This design comes from an exercise in tuning for small area on the open sky130 flow, not from production work. Function was checked by simulation only, so behaviour that the tests miss may differ from the original.

the reference run:
Design FFT32_pipeline, start of the top module:
module FFT32_pipeline (
    input clk,
    input i_rst,
    input signed [10:0] FFTInRe,
    input signed [10:0] FFTInIm,
    input in_valid,
    output signed [10:0] MDCOutUpRe,
    output signed [10:0] MDCOutUpIm,
    output signed [10:0] MDCOutDownRe,
    output signed [10:0] MDCOutDownIm,
    output MDC_out_valid,
    output signed [10:0] FFTOutRe,
    output signed [10:0] FFTOutIm,
    output FFT_out_valid
);
Settings: LEC_CHECK=0, CAP_MARGIN=0, CORE_MARGIN=2, CORE_UTILIZATION=70, CTS_BUF_LIST=sky130_fd_sc_hd__clkbuf_2 sky130_fd_sc_hd__clkbuf_4 sky130_fd_sc_hd__clkbuf_8, SLEW_MARGIN=0, SYNTH_HIERARCHICAL=1; clock period 9.0 ns.
run.sh (not shown) runs the stock make flow with config.mk's settings and CLKGATE_MAP_FILE= SYNTH_SCRIPT=/design/flow/synth_recipe.tcl, a recipe that flattens the netlist after the stock synthesis.
The reference run: flow completed, timing, DRC and antenna clean
Setup changes, the reference run to the trial run
- CTS_BUF_LIST: sky130_fd_sc_hd__clkbuf_2 sky130_fd_sc_hd__clkbuf_4 sky130_fd_sc_hd__clkbuf_8 -> sky130_fd_sc_hd__clkbuf_4 sky130_fd_sc_hd__clkbuf_8 sky130_fd_sc_hd__clkbuf_16
- CTS_CLUSTER_DIAMETER: unset -> 60
- CTS_CLUSTER_SIZE: unset -> 20
- CAP_MARGIN: 0 -> 20
- SLEW_MARGIN: 0 -> 20
- CORE_UTILIZATION: 70 -> 60
For the critical path depth, the trial run came in 8 lower than the reference run did. The reference run has a lower cell count than the trial run. Taking the reference run as the reference, in the trial run highest clock rate up about 0.6%; number of multi-input logic gates flat; total non-filler cell area in the finished layout down 770 µm²; sequential share of layout area up 0.50 points; antenna cell count down 2. Re wire length: the reference run was higher than the trial run. Number of buffers other than clock buffers in the final layout, the trial run vs the reference run: up by more than 10%. Utilization in the trial run vs the reference run: down 12 points.


Setup of build 36:
FFT32_pipeline, a different RTL version from the one above (not shown whole).
For scale: about 1,300 flip-flops, ~0.047 sq mm of cells after synthesis.
clock: 9.0 ns
lec_check: 0
abc_area: 1
cap_margin: 20
core_margin: 2
core_utilization: 65
slew_margin: 20
synth_hierarchical: 1
standard.sh (not shown) runs the stock make flow with config.mk's settings and CLKGATE_MAP_FILE= SYNTH_SCRIPT=/design/flow/synth_recipe.tcl, a recipe that flattens the netlist after the stock synthesis.
==> flow/flow/run.sh <==
#!/bin/bash
# Layout flow: the standard ORFS flow (standard.sh) with these changes:
#  - synthesis maps the logic with an area-only ABC script (the registers,
#    the synthesis passes and the flattening are those of the standard flow);
#  - the port buffers are sky130_fd_sc_hd__buf_1 cells instead of the
#    delay-buffer cells buffer_ports picks by itself;
#  - clock tree synthesis inserts no dummy loads.
# Every tool's output goes to standard.log (and ORFS's own logs under orfs/).
set -euo pipefail
rm -rf scripts_area
cp -r "$FLOW_HOME/scripts" scripts_area
printf 'strash\ndch\nmap -a\n' > scripts_area/abc_area.script
export SCRIPTS_DIR="$PWD/scripts_area"
export BUFFER_PORTS_ARGS="-buffer_cell sky130_fd_sc_hd__buf_1"
export CTS_ARGS="-sink_clustering_enable -repair_clock_nets -sink_clustering_size 18 -sink_clustering_max_diameter 60 -buf_list sky130_fd_sc_hd__clkbuf_8 -dont_use_dummy_load"
bash standard.sh > standard.log 2>&1
Build 36 | stages: all done | timing, DRC, antenna: all pass
### build 36 -> build 89
==> flow/flow/run.sh <==
#!/bin/bash
# Layout flow: the standard ORFS flow (standard.sh), with two changes:
#  - the port buffers are sky130_fd_sc_hd__buf_2 cells instead of the
#    delay-buffer cells buffer_ports picks by itself;
#  - clock tree synthesis inserts no dummy loads.
# Every tool's output goes to standard.log.
set -euo pipefail
export BUFFER_PORTS_ARGS="-buffer_cell sky130_fd_sc_hd__buf_2"
export CTS_ARGS="-sink_clustering_enable -repair_clock_nets -sink_clustering_size 18 -sink_clustering_max_diameter 60 -buf_list sky130_fd_sc_hd__clkbuf_8 -dont_use_dummy_load"
bash standard.sh > standard.log 2>&1
## What came out
STATUS total standard cell area after synthesis: build 89 loses against build 36
Higher post-synthesis to final-layout area growth among build 36 and build 89: build 36
Build 89 vs build 36 — highest fanout seen on the critical path dropped 1.
Input changes introduced in build 1 (baseline for comparison: build 89):
--- a/flow/flow/run.sh
+++ b/flow/flow/run.sh
@@ -3 +3 @@
-#  - the port buffers are sky130_fd_sc_hd__buf_2 cells instead of the
+#  - the port buffers are sky130_fd_sc_hd__buf_1 cells instead of the
@@ -8 +8 @@
-export BUFFER_PORTS_ARGS="-buffer_cell sky130_fd_sc_hd__buf_2"
+export BUFFER_PORTS_ARGS="-buffer_cell sky130_fd_sc_hd__buf_1"
--- outcome ---
- Changes observed in build 1 relative to build 89: final period utilization went up by 0.51 points, overall routed net length went up by about 0.9%.
- Re die width: no difference whatsoever between build 1 and build 89.
[inputs] build 54 vs build 1
# build 1
export LEC_CHECK = 0
export ABC_AREA = 1
export CAP_MARGIN = 20
export CORE_MARGIN = 2
export CORE_UTILIZATION = 65
export SLEW_MARGIN = 20
export SYNTH_HIERARCHICAL = 1
create_clock -name core_clock -period 9.0 [get_ports {clk}]
# build 54
export LEC_CHECK = 0
export CAP_MARGIN = 20
export CORE_MARGIN = 2
export CORE_UTILIZATION = 65
export CTS_BUF_LIST = sky130_fd_sc_hd__clkbuf_8
export CTS_CLUSTER_DIAMETER = 50
export CTS_CLUSTER_SIZE = 16
export SLEW_MARGIN = 20
export SYNTH_HIERARCHICAL = 1
create_clock -name core_clock -period 9.0 [get_ports {clk}]
==> flow/flow/run.sh <==
#!/bin/bash
# Layout flow: the standard ORFS flow (standard.sh), with two changes:
#  - the port buffers are sky130_fd_sc_hd__buf_2 cells instead of the
#    delay-buffer cells buffer_ports picks by itself;
#  - clock tree synthesis inserts no dummy loads.
# Every tool's output goes to standard.log.
set -euo pipefail
export BUFFER_PORTS_ARGS="-buffer_cell sky130_fd_sc_hd__buf_2"
export CTS_ARGS="-sink_clustering_enable -repair_clock_nets -sink_clustering_size 16 -sink_clustering_max_diameter 50 -buf_list sky130_fd_sc_hd__clkbuf_8 -dont_use_dummy_load"
bash standard.sh > standard.log 2>&1
Results
- Compared build 54 vs build 1, and shortest period the worst path allows is up in build 54.
- Of the two values seen for endpoint of the worst setup timing path, FFTOutRe[0] was produced by build 54 and FFTOutIm[0] by build 1.
- Comparing largest net degree at the start of global routing for build 54 and build 1, the bigger number came from build 1.
- Build 54 reports a lower sequential share of cell area than build 1 does.
- Between build 1 and build 54, highest fanout seen on the critical path increased.
- [build 54] routing usage on met3 rose 0.33 points relative to build 1

-- afterwards: timing with drivers on the ports --
The results above use ideal ports. As a check the final layouts listed here were re-extracted and re-timed, cells and wires unchanged.
Step 1: set_driving_cell puts a clkbuf_16 on clk and a buf_2 on each other input, an assumption about the parent block.
Step 2 also shifts input and output timing later by t, the mid clock arrival at the registers, as if the neighbouring blocks saw the same clock.
a / b / c = ideal / step 1 / step 2; a / b = the first two.
run | shift t [ns] | slack for setup (ns) | worst setup path at the end | worst slew at a driven data input, ns | cell pins on the clock port's net
the reference run | 0.944 | 0.119 / 0.071 / 0.119 | register to register | 0.12 | 1
the trial run | 0.750 | 0.173 / 0.101 / 0.249 | register to register | 0.07 | 1
build 36 | 0.746 | 0.292 / 0.231 / 0.661 | register to register | 0.09 | 1
build 89 | 0.745 | 0.385 / 0.323 / 1.068 | register to output | 0.09 | 1
build 1 | 0.744 | 0.339 / 0.277 / 1.022 | register to output | 0.10 | 1
build 54 | 0.775 | 0.309 / 0.246 / 1.021 | register to output | 0.10 | 1
After both steps every run listed still meets setup and hold.
